Background: an optimization exercise with open tools, aiming at small area and a short achievable clock period. Do not read the settings as production practice.
In this exercise RTL edits were held to simulation tests only and were not proved equivalent to the original.
No activity file was given, so power comes from the tool's default toggle rates.

## flow/design.v (module list and top-level ports; edited modules follow where they fit)
// module movavg: 1775 lines
module movavg(
    input logic clk,
    input logic reset,
    input logic [63:0] din,
    output logic [63:0] dout
);
  // ...
==> flow/flow/run.sh <==
#!/bin/bash
set -euo pipefail
export BUFFER_PORTS_ARGS="-buffer_cell sky130_fd_sc_hd__buf_2"
python3 flow/mknet.py hhc > netlist.v 2> mknet.log
bash standard.sh VERILOG_FILES="$PWD/netlist.v" ADDER_MAP_FILE= finish > standard_make.log 2>&1
==> flow/flow/mknet.py <==
#!/usr/bin/env python3
"""Writes the movavg design as a netlist: the registers, their clears and the carry-save
rows as sky130 cells, the carry-propagate adder as plain logic for synthesis to map.

    dout = din + t1 + t2 + t3, with t1, t2, t3 the last three samples.
    (s1, c1) = full adders on t1, t2, t3          (register outputs only)
    x1 = s1 ^ c1, y1 = s1 & c1                     (half adders, still off the din path)
    s2 = din ^ x1, c2 = y1 | (din & x1)            (adds din to the carry-save pair)
    g = s2 & c2, p = s2 ^ c2, then a prefix adder.
usage: mknet.py PREFIX_KIND > netlist.v     (PREFIX_KIND: sk, sp4, sp8, ks, bk)"""
import sys

N = 64
P = "sky130_fd_sc_hd__"
kind = sys.argv[1] if len(sys.argv) > 1 else "sp8"
rtl = "--rtl" in sys.argv
out = []
wires = []
assigns = []
ncell = [0]


cells = []


def cell(typ, **pins):
    cells.append((typ, pins))
    ncell[0] += 1
    conn = ", ".join(f".{k}({v})" for k, v in pins.items())
    out.append(f"  {P}{typ} hm_{ncell[0]} ({conn});")


def wire(name):
    wires.append(name)
    return name


# registers and their synchronous clears
for i in range(N):
    for r, src in (("t1", f"din[{i}]"), ("t2", f"t1[{i}]"), ("t3", f"t2[{i}]")):
        d = wire(f"d_{r}_{i}")
        cell("nor2b_1", A="reset", B_N=src, Y=d)
        out.append(f"  {P}dfxtp_1 \\{r}[{i}]$_SDFF_PP0_  (.CLK(clk), .D({d}), .Q({r}[{i}]));")

# carry-save rows and generate/propagate
g = ["1'b0"] * N
p = [None] * N
for i in range(N):
    s1 = wire(f"s1_{i}")
    if i < N - 1:
        k1 = wire(f"k1_{i}")
        cell("fa_1", A=f"t1[{i}]", B=f"t2[{i}]", CIN=f"t3[{i}]", SUM=s1, COUT=k1)
    else:
        k1 = wire(f"k1_{i}")
        cell("fa_1", A=f"t1[{i}]", B=f"t2[{i}]", CIN=f"t3[{i}]", SUM=s1, COUT=k1)
    if i == 0:
        x1, y1 = s1, None
    else:
        x1, y1 = wire(f"x1_{i}"), wire(f"y1_{i}")
        cell("ha_1", A=s1, B=f"k1_{i-1}", SUM=x1, COUT=y1)
    s2n = wire(f"s2n_{i}")
    cell("xnor2_1", A=f"din[{i}]", B=x1, Y=s2n)
    if i < N - 1:
        c2n = wire(f"c2n_{i+1}")
        if y1 is None:
            cell("nand2_1", A=f"din[{i}]", B=x1, Y=c2n)
        else:
            cell("a21oi_1", A1=f"din[{i}]", A2=x1, B1=y1, Y=c2n)
    if i == 0:
        p[0] = wire("p_0")
        cell("inv_1", A=s2n, Y=p[0])
    else:
        g[i], p[i] = wire(f"g_{i}"), wire(f"p_{i}")
        cell("nor2_1", A=s2n, B=f"c2n_{i}", Y=g[i])
        cell("xor2_1", A=s2n, B=f"c2n_{i}", X=p[i])

# hand-mapped Sklansky prefix (kind "hsk"): alternating AOI/OAI levels, inverters only where
# a node's polarity does not match its partner's.
inv_cache = {}


depth = {}


def inv(net):
    if net not in inv_cache:
        n = wire(f"iv_{len(inv_cache)}")
        cell("inv_1", A=net, Y=n)
        inv_cache[net] = n
        depth[n] = depth.get(net, 0) + 1
    return inv_cache[net]


def as_pol(sig, pol):
    net, sp = sig
    return net if sp == pol else inv(net)


def combine(nh, nl, tag):
    """(G, P, lo) of group hi combined with the adjacent lower group."""
    Gh, Ph, loh = nh
    Gl, Pl, lol = nl
    lo = lol
    if Gl is None:          # the lower group holds bit 0 only, which never generates
        return [Gh, None, lo]
    needp = lo > 1          # groups that reach bit 1 are complete (bit 0 never generates)
    rest = [Ph, Gl] + ([Pl] if needp else [])

    def cost(pol):
        d = max(depth.get(s[0], 0) + (0 if s[1] == pol else 1) for s in rest)
        d = max(d, depth.get(Gh[0], 0))
        n = sum(1 for s in rest if s[1] != pol and s[0] not in inv_cache)
        return (d, n)

    pol_in = cost(True) <= cost(False)
    ph, gl = as_pol(Ph, pol_in), as_pol(Gl, pol_in)
    go = wire(f"G{tag}")
    if Gh[1] == pol_in:
        if pol_in:
            cell("a21oi_1", A1=ph, A2=gl, B1=Gh[0], Y=go)
        else:
            cell("o21ai_1", A1=ph, A2=gl, B1=Gh[0], Y=go)
    else:
        # the group's own generate comes in the other polarity: use the cell with that
        # input inverted instead of an inverter
        if pol_in:
            cell("a21boi_0", A1=ph, A2=gl, B1_N=Gh[0], Y=go)
        else:
            cell("o21bai_1", A1=ph, A2=gl, B1_N=Gh[0], Y=go)
    depth[go] = max(depth.get(x, 0) for x in (ph, gl, Gh[0])) + 1
    po = None
    if needp:
        pl = as_pol(Pl, pol_in)
        pn = wire(f"P{tag}")
        cell("nand2_1" if pol_in else "nor2_1", A=ph, B=pl, Y=pn)
        depth[pn] = max(depth.get(ph, 0), depth.get(pl, 0)) + 1
        po = (pn, not pol_in)
    return [(go, not pol_in), po, lo]


if kind in ("hsk", "hhc", "hks"):
    node = [[(g[i], True) if i else None, (p[i], True), i] for i in range(N)]
    if kind == "hsk":
        d = 1
        while d < N:
            new = list(node)
            for i in range(N):
                if (i // d) % 2 == 1:
                    j = (i // d) * d - 1
                    new[i] = combine(node[i], node[j], f"{d}_{i}")
            node = new
            d *= 2
    elif kind == "hks":
        d = 1
        while d < N:
            new = list(node)
            for i in range(d, N):
                if node[i][2] > 1:
                    new[i] = combine(node[i], node[i - d], f"{d}_{i}")
            node = new
            d *= 2
    else:
        # Han-Carlson: odd nodes pair up, Kogge-Stone among odd nodes, then even nodes
        new = list(node)
        for i in range(1, N, 2):
            new[i] = combine(node[i], node[i - 1], f"a_{i}")
        node = new
        d = 2
        while d < N:
            new = list(node)
            for i in range(1, N, 2):
                if i - d >= 0 and node[i][2] > 1:
                    new[i] = combine(node[i], node[i - d], f"{d}_{i}")
            node = new
            d *= 2
        new = list(node)
        for i in range(2, N, 2):
            new[i] = combine(node[i], node[i - 1], f"e_{i}")
        node = new
    for i in range(N):
        if i <= 1:
            assigns.append(f"  assign dout[{i}] = {p[i]};")
            continue
        C = node[i - 1][0]
        assert node[i - 1][2] <= 1, (i, node[i - 1][2])
        if C[1]:
            cell("xor2_1", A=p[i], B=C[0], X=f"dout[{i}]")
        else:
            cell("xnor2_1", A=p[i], B=C[0], Y=f"dout[{i}]")
    kind = "done"

# prefix network (plain logic)
nw = [0]


def w(expr):
    nw[0] += 1
    nm = wire(f"pf_{nw[0]}")
    assigns.append(f"  assign {nm} = {expr};")
    return nm


def comb(Gh, Ph, Gl, Pl, needp=True):
    G = w(f"{Gh} | ({Ph} & {Gl})")
    Pn = w(f"{Ph} & {Pl}") if needp else None
    return G, Pn


G, Pp = list(g), list(p)
if kind == "done":
    pass
elif kind in ("sk", "ks", "bk"):
    if kind == "ks":
        d = 1
        while d < N:
            nG, nP = list(G), list(Pp)
            for i in range(d, N):
                nG[i], nP[i] = comb(G[i], Pp[i], G[i - d], Pp[i - d])
            G, Pp = nG, nP
            d *= 2
    elif kind == "sk":
        d = 1
        while d < N:
            nG, nP = list(G), list(Pp)
            for i in range(N):
                if (i // d) % 2 == 1:
                    j = (i // d) * d - 1
                    nG[i], nP[i] = comb(G[i], Pp[i], G[j], Pp[j])
            G, Pp = nG, nP
            d *= 2
    else:
        d = 1
        while d < N:
            for i in range(2 * d - 1, N, 2 * d):
                G[i], Pp[i] = comb(G[i], Pp[i], G[i - d], Pp[i - d])
            d *= 2
        d = N // 4
        while d >= 1:
            for i in range(3 * d - 1, N, 2 * d):
                G[i], _ = comb(G[i], Pp[i], G[i - d], Pp[i - d], False)
            d //= 2
else:
    k = int(kind[2:])
    ng = N // k
    LG, LP = list(g), list(p)
    for gi in range(ng):
        base = gi * k
        d = 1
        while d < k:
            nLG, nLP = list(LG), list(LP)
            for i in range(base, base + k):
                if ((i - base) // d) % 2 == 1:
                    j = base + ((i - base) // d) * d - 1
                    nLG[i], nLP[i] = comb(LG[i], LP[i], LG[j], LP[j])
            LG, LP = nLG, nLP
            d *= 2
    GG = [LG[gi * k + k - 1] for gi in range(ng)]
    GP = [LP[gi * k + k - 1] for gi in range(ng)]
    d = 1
    while d < ng:
        nG, nP = list(GG), list(GP)
        for i in range(ng):
            if (i // d) % 2 == 1:
                j = (i // d) * d - 1
                nG[i], nP[i] = comb(GG[i], GP[i], GG[j], GP[j])
        GG, GP = nG, nP
        d *= 2
    for i in range(N):
        gi = i // k
        G[i] = LG[i] if gi == 0 else w(f"{LG[i]} | ({LP[i]} & {GG[gi - 1]})")

for i in range(N if kind != "done" else 0):
    if i == 0:
        assigns.append(f"  assign dout[0] = {p[0]};")
    else:
        assigns.append(f"  assign dout[{i}] = {p[i]} ^ {G[i - 1]};")

FUNCS = {
    "nor2b_1": ("Y", "~{A} & {B_N}"),
    "xnor2_1": ("Y", "~({A} ^ {B})"),
    "xor2_1": ("X", "{A} ^ {B}"),
    "a21oi_1": ("Y", "~(({A1} & {A2}) | {B1})"),
    "o21ai_1": ("Y", "~(({A1} | {A2}) & {B1})"),
    "nand2_1": ("Y", "~({A} & {B})"),
    "nor2_1": ("Y", "~({A} | {B})"),
    "inv_1": ("Y", "~{A}"),
    "a21boi_0": ("Y", "~(({A1} & {A2}) | ~{B1_N})"),
    "o21bai_1": ("Y", "~(({A1} | {A2}) & ~{B1_N})"),
}
if not rtl:
    print("// Generated by mknet.py " + kind)
    print("module movavg(clk, reset, din, dout);")
    print("  input clk;\n  input reset;\n  input [63:0] din;\n  output [63:0] dout;")
    print("  wire [63:0] t1, t2, t3;")
    for x in wires:
        print(f"  wire {x};")
    print("\n".join(out))
    print("\n".join(assigns))
    print("endmodule")
else:
    body = []
    for typ, pins in cells:
        if typ == "dfxtp_1":
            continue
        if typ == "nor2b_1" and pins["Y"].startswith("d_t"):
            continue
        if typ == "fa_1":
            a, b, c = pins["A"], pins["B"], pins["CIN"]
            body.append(f"   assign {pins['SUM']} = {a} ^ {b} ^ {c};")
            body.append(f"   assign {pins['COUT']} = ({a} & {b}) | ({a} & {c}) | ({b} & {c});")
        elif typ == "ha_1":
            body.append(f"   assign {pins['SUM']} = {pins['A']} ^ {pins['B']};")
            body.append(f"   assign {pins['COUT']} = {pins['A']} & {pins['B']};")
        else:
            o, f = FUNCS[typ]
            body.append(f"   assign {pins[o]} = " + f.format(**pins) + ";")
    body += ["  " + a for a in assigns]
    print(f"""// Generated by gen/mknet.py {kind} --rtl: the same circuit as the layout flow's netlist,
// written as plain logic.
//
// dout = din + t1 + t2 + t3, where t1, t2, t3 are the last three samples:
//   (s1, c1)  full adders on t1, t2, t3 (register outputs only, off the din path)
//   x1, y1    = s1 ^ c1, s1 & c1 (half adders)
//   s2n, c2n  = ~(din ^ x1), ~((din & x1) | y1): din added to the carry-save pair
//   g, p      generate / propagate for a prefix adder, whose carries give dout.
module movavg(
    input logic clk,
    input logic reset,
    input logic [63:0] din,
    output logic [63:0] dout
);

   logic [63:0] t1, t2, t3;""")
    for x in wires:
        if not x.startswith("d_t"):
            print(f"   logic {x};")
    print()
    print("\n".join(body))
    print("""
   always_ff @(posedge clk) begin
      if (reset) begin
         t1 <= 64'h0;
         t2 <= 64'h0;
         t3 <= 64'h0;
      end else begin
         t1 <= din;
         t2 <= t1;
         t3 <= t2;
      end
   end

endmodule""")
==> flow/standard.sh <==
#!/bin/bash
# synth_recipe.tcl (not shown) runs the flow's synth.tcl, then flattens the netlist and writes it again
# the make line also repeats each setting of config.mk as NAME=value (left out here)
make -C /OpenROAD-flow-scripts/flow DESIGN_CONFIG=/design/flow/config.mk WORK_HOME=/design/flow/orfs CLKGATE_MAP_FILE= SYNTH_SCRIPT=/design/flow/synth_recipe.tcl "${@:-finish}"
==> flow/config.mk <==
export PLATFORM = sky130hd
export DESIGN_NAME = movavg
export DESIGN_NICKNAME = movavg
export VERILOG_FILES = /design/flow/design.v
export SDC_FILE = /design/flow/constraint.sdc
export NUM_CORES = 4
export LEC_CHECK = 0
export CAP_MARGIN = 20
export CORE_MARGIN = 2
export CORE_UTILIZATION = 65
export CTS_BUF_LIST = sky130_fd_sc_hd__clkbuf_4 sky130_fd_sc_hd__clkbuf_8
export PLACE_DENSITY = 0.75
export SETUP_SLACK_MARGIN = 1.5
export SLEW_MARGIN = 20
==> flow/constraint.sdc <==
create_clock -name core_clock -period 7.5 [get_ports {clk}]
set_input_delay 1.5000 -clock core_clock [delete_from_list [all_inputs] [get_ports {clk}]]
set_output_delay 1.5000 -clock core_clock [all_outputs]
set_load 0.01 [all_outputs]
==> flow_summary.json, run 1 <==
{
  "design.seq.count": 192,
  "status": "timing/DRC/antenna clean",
  "area_delta_synth_final_pct": 13.1,
  "worstPathCellList": "fa_1 -> ha_1 -> a21oi_1 -> xor2_1 -> nand2_1 -> o21ai_1 -> a21oi_2 -> o21ai_1 -> a21oi_1 -> o21ai_1 -> a21oi_1 -> xnor2_1 -> buf_2",
  "cap_violations": 0,
  "wl_mm": 22.8,
  "min_period_over_period_pct": 76.7,
  "async_flop_share_pct": 0,
  "p_clk_share_pct": 26.7,
  "multiInputGateArea_um2": 6900,
  "bufAreaShareNonClock_pct": 5.39,
  "power_frac_comb_pct": 38.0,
  "grtUsageMet2_pct": 45.7,
  "synth-seq-area-share_pct": 35.5,
  "fp-row-count": 47,
  "placed_cells": 1503,
  "synth_top_family_by_area": "adder cells",
  "synth_compound_area_share_pct": 11.7,
  "die_x_um": 133,
  "gp_congestion": 0.934,
  "hold_class": "register to register",
  "cts_setup_buffers": 0,
  "p_leak_uw": 0.00521,
  "final_util_pct": 74.6,
  "cts_tree": "yes",
  "whs_ps": 477,
  "multi_input_area_share_pct": 56.4,
  "seq_area_um2": 3840,
  "insertion_delay_ps": 460,
  "pg_seq_uw": 1090,
  "met3_usage_pct": 4.71,
  "max_freq_ghz": 0.174,
  "crit_family": "compound AO/OA/AOI/OAI gates",
  "hold_buffers": 0,
  "clk-power_uw": 825,
  "final_layout_size_suffix_gt1_share_pct": 12.3,
  "setup_ws_ps": 1750,
  "vias": 8085,
  "path_depth": 13,
  "grt_busiest_layer": "met2",
  "wl_met3_mm": 1.11,
  "period_minus_slack_ps": 5750,
  "seqAreaFraction_pct": 31.4,
  "track_usage_pct": 26.6
}
==> run 2: changes to the inputs <==
--- a/flow/config.mk
+++ b/flow/config.mk
@@ -9,6 +9,6 @@
 export CORE_MARGIN = 2
-export CORE_UTILIZATION = 65
+export CORE_UTILIZATION = 60
 export CTS_BUF_LIST = sky130_fd_sc_hd__clkbuf_4 sky130_fd_sc_hd__clkbuf_8
-export PLACE_DENSITY = 0.75
-export SETUP_SLACK_MARGIN = 1.5
+export PLACE_DENSITY = 0.72
+export SETUP_SLACK_MARGIN = 2.0
 export SLEW_MARGIN = 20
==> run 2 against run 1 <==
  * Still clean on timing, DRC and antenna
  * Synthesized cell count is the same
  * Utilization down 4.8 points
  * Final area increased by 1.8%
  * Non-clock buffer count up 13
  * Sequential share of layout area is 0.55 points lower
  * Clock power decreased by about 20%
  * Sequential power is essentially flat
  * Critical path type unchanged
==> flow_summary.json, run 2 <==
{
  "nFillCells": 1461,
  "cap_violations": 0,
  "setup_tns_ps": 0,
  "die-area_um2": 19100,
  "grt_first_pass_wirelength_mm": 36.8,
  "antenna_found_initial": 1,
  "syn_avg_cell_area_um2": 9.37,
  "cts_buffers": 17,
  "hold-path-endpoint": "t3[33]",
  "start_util_pct": 60.6,
  "holdPathStages": 1,
  "hold_buffers": 0,
  "synth.top_cells.by_count": "dfxtp_1 (192), nor2b_1 (192), a21oi_1 (165)",
  "fp-row-count": 49,
  "wl_per_cell_um": 14.4,
  "ir_worst_vdd_uv": 190,
  "slew_headroom_pct": 37.6,
  "htreeDepth": 4,
  "power_frac_comb_pct": 41.6,
  "via_per_inst": 5.20,
  "wl_mm": 22.4,
  "synth_top_area_share_pct": 35.5,
  "pwr-share-seq_pct": 36.4,
  "worstPathCellList": "fa_1 -> ha_1 -> a21oi_1 -> xor2_1 -> nand2_1 -> o21ai_2 -> a21oi_1 -> o21ai_1 -> a21oi_2 -> o21ai_1 -> a21oi_1 -> xnor2_1 -> buf_2",
  "hpwl_mm": 17.6,
  "status": "timing/DRC/antenna clean",
  "final_layout_size_suffix_gt1_share_pct": 16.5,
  "track_usage_pct": 23.7,
  "r2r_start": "t2[51]",
  "ys_seq_elements": 192,
  "hold_class": "register to register",
  "clock_skew_ps": 13.3,
  "gp_congestion": 0.958,
  "cp.arrival_ps": 3840,
  "syn-cell-area_um2": 10800,
  "insertion_delay_ps": 470,
  "final_nets": 1508,
  "finalSetupViolCount": 0,
  "clk_pin_slew_worst_paths_ps": 100,
  "endpoint_kind": "output pin",
  "start_kind": "register",
  "critPathMaxFanout": 3,
  "path_class": "register to output pin",
  "yosysWarnings": 0,
  "die_y_um": 138,
  "p_leak_uw": 0.00529,
  "synth_ff_type": "dfxtp_1",
  "r2r_setup_slack_ps": 6860,
  "largestRegisters": "t1 (64), t2 (64), t3 (64)",
  "ant_nets": 0,
  "power_density_nw_per_um2": 241,
  "hold_path.startpoint": "t2[33]",
  "ios": 130,
  "final_cell_mix": "nor2b_1 (192), dfxtp_1 (192), a21oi_1 (152)",
  "die_x_um": 138,
  "drt_iter0_drc": 364,
  "area_delta_synth_final_pct": 15.1,
  "grt_pass1_vias": 7966,
  "synth_cell_types": 13,
  "r2r_cells": 1,
  "final_util_pct": 69.8,
  "root_buffer": "clkbuf_8",
  "min_period_over_period_pct": 71.2,
  "rsz0062_at_grt": "yes",
  "finalHoldViolations": 0,
  "max_freq_ghz": 0.187,
  "cp.required_ps": 6000,
  "p_int_uw": 1830,
  "worst-slew-pin-transition_ps": 935,
  "clock_sink_count": 192,
  "overflow": 0,
  "grt_max_degree": 99,
  "vias": 8104,
  "clockBufferDepth": 2,
  "drv_slew": 0,
  "syn_nets": 1348,
  "synth_top_area_cell": "dfxtp_1",
  "synth-seq-area-share_pct": 35.5,
  "period_minus_slack_ps": 5340,
  "switching_share_pct": 39.0,
  "cts_tree": "yes",
  "reg2reg_to": "t3[51]",
  "drc": 0,
  "p_clk_share_pct": 22.1,
  "async_flop_share_pct": 0,
  "first_pass_iters": 5,
  "io_buffers": 129,
  "power_switching_uw": 1170,
  "synth.area.top_cells": "dfxtp_1 (36%), fa_1 (12%), nor2b_1 (11%)",
  "coreArea_um2": 17800,
  "slowest_delay_ps": 480,
  "cp_common_cell": "a21oi_1",
  "synth_edf_count": 0,
  "synth_cells": 1155,
  "critPathSlowestCell": "fa_1"
}
==> run 2: cell counts after synthesis <==
No cell type changed its count.
==> run 2: worst max path at each step <==
stage / start / to / cells past startpoint
5_1_grt: t1[1] / dout[61] / 13
6_report: t1[5] / dout[53] / 13
2_1_floorplan: din[2] / dout[49] / 10
4_1_cts: t1[1] / dout[59] / 13
3_3_place_gp: din[2] / dout[49] / 12
3_5_place_dp: din[2] / dout[49] / 12
==> run 2: metal layers <==
metal  part of all wire (%)  up-vias  GRT usage (%)
met5                      0        -              0
met4                    1.6        0           6.50
met3                    4.0       24           4.36
met2                     46      150           38.9
met1                     48     3802           32.3
li1                       -     4128              -
==> run 2: final cells by class <==
cell class / count / area, µm² / share of cell area [%]
Tap cell: 229 / 287 / 2.30
Clock buffer: 20 / 275 / 2.21
Sequential cell: 192 / 3840 / 30.9
Multi-Input combinational cell: 942 / 7100 / 57.0
Clock inverter: 12 / 119 / 0.955
Inverter: 19 / 71.3 / 0.573
Timing Repair Buffer: 143 / 757 / 6.08
Antenna cell: 1 / 2.50 / 0.0201
==> run 2: metrics by stage <==
step / std cells / cell area, µm² / hold slack (ps) / power (µW) / setup WS [ps]
after floorplan: 1155 / 10800 / 465 / 1890 / 2640
after global placement: 1512 / 11800 / 471 / 2270 / 1920
after detailed placement: 1512 / 11800 / 478 / 2280 / 1860
after CTS: 1544 / 12200 / 480 / 2950 / 2000
after global routing: 1558 / 12500 / 491 / 3190 / 1920
final: 1558 / 12500 / 477 / 3000 / 2160
==> run 2: cells by family after synthesis <==
kind of cell / share of synthesized area [%]
DFF: 35.5
and+or+nand+nor: 17.6
buffers and inverters: 0.798
adders and majority gates: 19.1
xor gates and xnor gates: 15.3
AOI/OAI and AO/OA: 11.7
==> run 2: repair_timing <==
item / in CTS / in global routing
gates resized for setup: 9 / 40
hold endpoints to repair: 0 / 0
endpoints found under the setup margin: 10 / 29
setup buffers: 0 / 13
pin swaps: 0 / 10
==> run 2: power by group through the flow <==
stage / Sequential, µW / Combinational (µW) / Clock (µW)
floorplan: 1110 / 778 / 0
global placement: 1110 / 1160 / 0
finish: 1090 / 1250 / 661
global route: 1100 / 1370 / 719
CTS: 1090 / 1180 / 676
detailed placement: 1110 / 1170 / 0
==> run 2: critical path: cells and delay by family, from the launching register on <==
family | cells | cell delay [ps]
AO/OA/AOI/OAI | 7 | 1420
XOR/XNOR | 2 | 470
buffers and inverters | 1 | 160
adder cells (fa/ha/maj) | 2 | 820
flip-flops | 1 | 340
AND/OR/NAND/NOR | 1 | 160
==> run 3: changes to the inputs <==
--- a/flow/flow/mknet.py
+++ b/flow/flow/mknet.py
@@ -47,2 +47,8 @@
 p = [None] * N
+# with a "t" suffix on the prefix kind, the prefix network takes transmit (s2 | c2, one NAND)
+# in place of propagate (s2 ^ c2, an XOR); propagate is still made, for the sums only.
+transmit = kind.endswith("t") and kind.startswith("h")
+if transmit:
+    kind = kind[:-1]
+tr = [None] * N
 for i in range(N):
@@ -75,2 +81,5 @@
         cell("xor2_1", A=s2n, B=f"c2n_{i}", X=p[i])
+        if transmit:
+            tr[i] = wire(f"tr_{i}")
+            cell("nand2_1", A=s2n, B=f"c2n_{i}", Y=tr[i])
 
@@ -141,3 +150,4 @@
 if kind in ("hsk", "hhc", "hks"):
-    node = [[(g[i], True) if i else None, (p[i], True), i] for i in range(N)]
+    node = [[(g[i], True) if i else None, ((tr[i] if transmit and i else p[i]), True), i]
+            for i in range(N)]
     if kind == "hsk":
--- a/flow/config.mk
+++ b/flow/config.mk
@@ -9,6 +9,6 @@
 export CORE_MARGIN = 2
-export CORE_UTILIZATION = 60
+export CORE_UTILIZATION = 55
 export CTS_BUF_LIST = sky130_fd_sc_hd__clkbuf_4 sky130_fd_sc_hd__clkbuf_8
-export PLACE_DENSITY = 0.72
-export SETUP_SLACK_MARGIN = 2.0
+export PLACE_DENSITY = 0.68
+export SETUP_SLACK_MARGIN = 2.3
 export SLEW_MARGIN = 20
==> run 3 against run 2 <==
  * Sequential share of layout area is 4.6 points lower
  * Worst hold slack better by 3.6 ps
  * First-iteration DRC count rose by 19%
  * Final area rose by 18%
  * Clock skew down 2.4 ps
  * Clock power is 4.8% higher
  * Highest routed layer unchanged
==> flow_summary.json, run 3 <==
{
  "track_usage_pct": 23.0,
  "path_class": "register to output pin",
  "insertion_delay_ps": 470,
  "rsz0062_at_grt": "yes",
  "drv_slew": 0,
  "slew_headroom_pct": 35.2,
  "clock_skew_ps": 10.8,
  "antenna_found_initial": 0,
  "hold_buffers": 0,
  "die-area_um2": 20800,
  "mostFrequentLayoutCell": "nor2b_1",
  "syn_avg_cell_area_um2": 9.37,
  "worst-slew-pin-transition_ps": 972,
  "final_util_pct": 75.5,
  "cp.required_ps": 6000,
  "wl_per_cell_um": 16.3,
  "synth_top_area_cell": "dfxtp_1",
  "hpwl_mm": 18.1,
  "hold_class": "register to register",
  "first_pass_iters": 5,
  "period_minus_slack_ps": 5260,
  "ys_seq_elements": 192,
  "root_buffer": "clkbuf_8",
  "cp.arrival_ps": 3760,
  "synth.area.top_cells": "dfxtp_1 (36%), fa_1 (12%), nor2b_1 (11%)",
  "final_layout_size_suffix_gt1_share_pct": 40.7,
  "die_y_um": 144,
  "htreeDepth": 4,
  "yosysWarnings": 0,
  "grt_first_pass_wirelength_mm": 37.5,
  "min_period_over_period_pct": 70.2,
  "power_density_nw_per_um2": 235,
  "finalHoldViolations": 0,
  "final_nets": 1555,
  "max_freq_ghz": 0.190,
  "start_util_pct": 55.8,
  "cap_violations": 0,
  "synth_cells": 1155,
  "synth_cell_types": 13,
  "synth-seq-area-share_pct": 35.5,
  "clock_sink_count": 192,
  "clockBufferDepth": 2,
  "critPathSlowestCell": "fa_1",
  "via_per_inst": 5.29,
  "final_cell_mix": "nor2b_1 (192), dfxtp_1 (191), buf_2 (128)",
  "coreArea_um2": 19400,
  "holdPathStages": 1,
  "num_antenna_cells": 0,
  "ios": 130,
  "p_leak_uw": 0.00596,
  "ant_nets": 0,
  "r2r_cells": 1,
  "clk_pin_slew_worst_paths_ps": 110,
  "ir_worst_vdd_uv": 188,
  "status": "timing/DRC/antenna clean",
  "synth_top_area_share_pct": 35.5,
  "finalSetupViolCount": 0,
  "critPathMaxFanout": 3,
  "cts_buffers": 17,
  "vias": 8669,
  "fin_area_um2": 14700,
  "fp-row-count": 51,
  "setup_tns_ps": 0,
  "overflow": 0,
  "syn-cell-area_um2": 10800,
  "syn_nets": 1348,
  "endpoint_kind": "output pin",
  "wl_mm": 26.8,
  "worstPathCellList": "fa_1 -> ha_1 -> xnor2_2 -> xor2_2 -> nand2_2 -> o21ai_2 -> a21oi_2 -> o21ai_4 -> a21oi_4 -> o21ai_2 -> a21oi_1 -> xnor2_1 -> buf_2",
  "grt_max_degree": 99,
  "whs_ps": 481,
  "io_buffers": 129,
  "grt_pass1_vias": 8118,
  "start_kind": "register",
  "cp_common_cell": "o21ai_2",
  "dpl_cell_area_um2": 11800,
  "synth_ff_type": "dfxtp_1",
  "die_x_um": 144,
  "synth.top_cells.by_count": "dfxtp_1 (192), nor2b_1 (192), a21oi_1 (165)",
  "largestRegisters": "t1 (64), t2 (64), t3 (64)",
  "area_delta_synth_final_pct": 35.5,
  "gp_congestion": 0.944,
  "synth_edf_count": 0,
  "cts_tree": "yes",
  "slowest_delay_ps": 490,
  "async_flop_share_pct": 0,
  "drt_iter0_drc": 433,
  "drc": 0
}
## run 3: logic make-up after synthesis
group / share of synthesized area, %
AO/OA/AOI/OAI: 11.7
buffers and inverters: 0.798
XOR/XNOR: 15.3
flip-flops: 35.5
adder cells (fa/ha/maj): 19.1
AND/OR/NAND/NOR: 17.6
## run 3: layout make-up
| class | count | area [µm²] |
|---|---|---|
| Multi-Input combinational cell | 942 | 8890 |
| Clock inverter | 13 | 143 |
| Timing Repair Buffer | 190 | 1110 |
| Inverter | 19 | 71.3 |
| Sequential cell | 192 | 3840 |
| Fill cell | 1345 | 4740 |
| Tap cell | 265 | 332 |
| Clock buffer | 19 | 262 |
## run 3: worst max-delay path, delay by kind of cell (launching register included)
kind	cells	cell delay, ps
AO/OA/AOI/OAI	6	980
XOR/XNOR	3	770
adder cells (fa/ha/maj)	2	860
buffers and inverters	1	170
flip-flops	1	340
AND/OR/NAND/NOR	1	170
## run 3: report_power, final
group          switching [µW]  internal [µW]
registers                28.5           1060
logic                     965            702
clock network             399            294
## run 3: per-stage QoR
stage                     power [µW]  std cells  setup slack [ps]
after detailed placement        2290       1548              1810
final                           3450       1640              2240
after CTS                       3070       1603              2270
after floorplan                 1890       1155              2640
after global placement          2280       1548              1900
after global routing            3630       1640              2090
## run 3: per-layer routing
layer  vias to the layer above  share of wire [%]  global-route usage, %  wire length [µm]
met5                         -                  0                      0                 0
met4                         0                1.6                   6.59               420
met3                        35                3.9                   4.04              1050
met2                       171                 51                   38.3             13600
met1                      4279                 44                   30.9             11800
li1                       4184                  -                      -                 -
## run 3: final timing paths
check / from / end / slack [ps]
min reg2reg: t2[39] / t3[39] / 480
max: t1[5] / dout[51] / 2240
max reg2reg: t1[33] / t2[33] / 6870
min: t2[39] / t3[39] / 480
## run 3: timing repair
item                                    in CTS  in global routing
pin swaps                                   16                103
setup buffers                               23                 37
resized for setup                           48                338
gates cloned                                 0                  0
hold endpoints to repair                     0                  0
endpoints found under the setup margin      42                 44

-- port drivers added, routing unchanged --
No port has a modelled driver above. Below, the same layouts with a new extraction and two added sets of constraints. Step 1, drivers: a clkbuf_16 drives clk and a buf_2 each remaining input, both assumed. Step 2 moves the port delays by t, midway between the first and last clock arrival at a register: inputs arrive t later, outputs are due t later. That takes back most of the time a late clock gives input paths. Slacks: ideal / step 1 / step 2; pairs: ideal / step 1.
run | t, ns | setup slack, ns | worst slew at a driven data input, ns | cell pins on the clock port's net
run 1 | 0.500 | 1.749 / 1.706 / 1.767 | 0.06 | 1
run 2 | 0.499 | 2.162 / 2.123 / 2.159 | 0.06 | 1
run 3 | 0.509 | 2.236 / 2.194 / 2.219 | 0.06 | 1
After both steps every run listed still meets setup and hold. The setup slack of run 3, which loses most, moves by -0.042 ns with the drivers and by -0.017 ns with both steps.
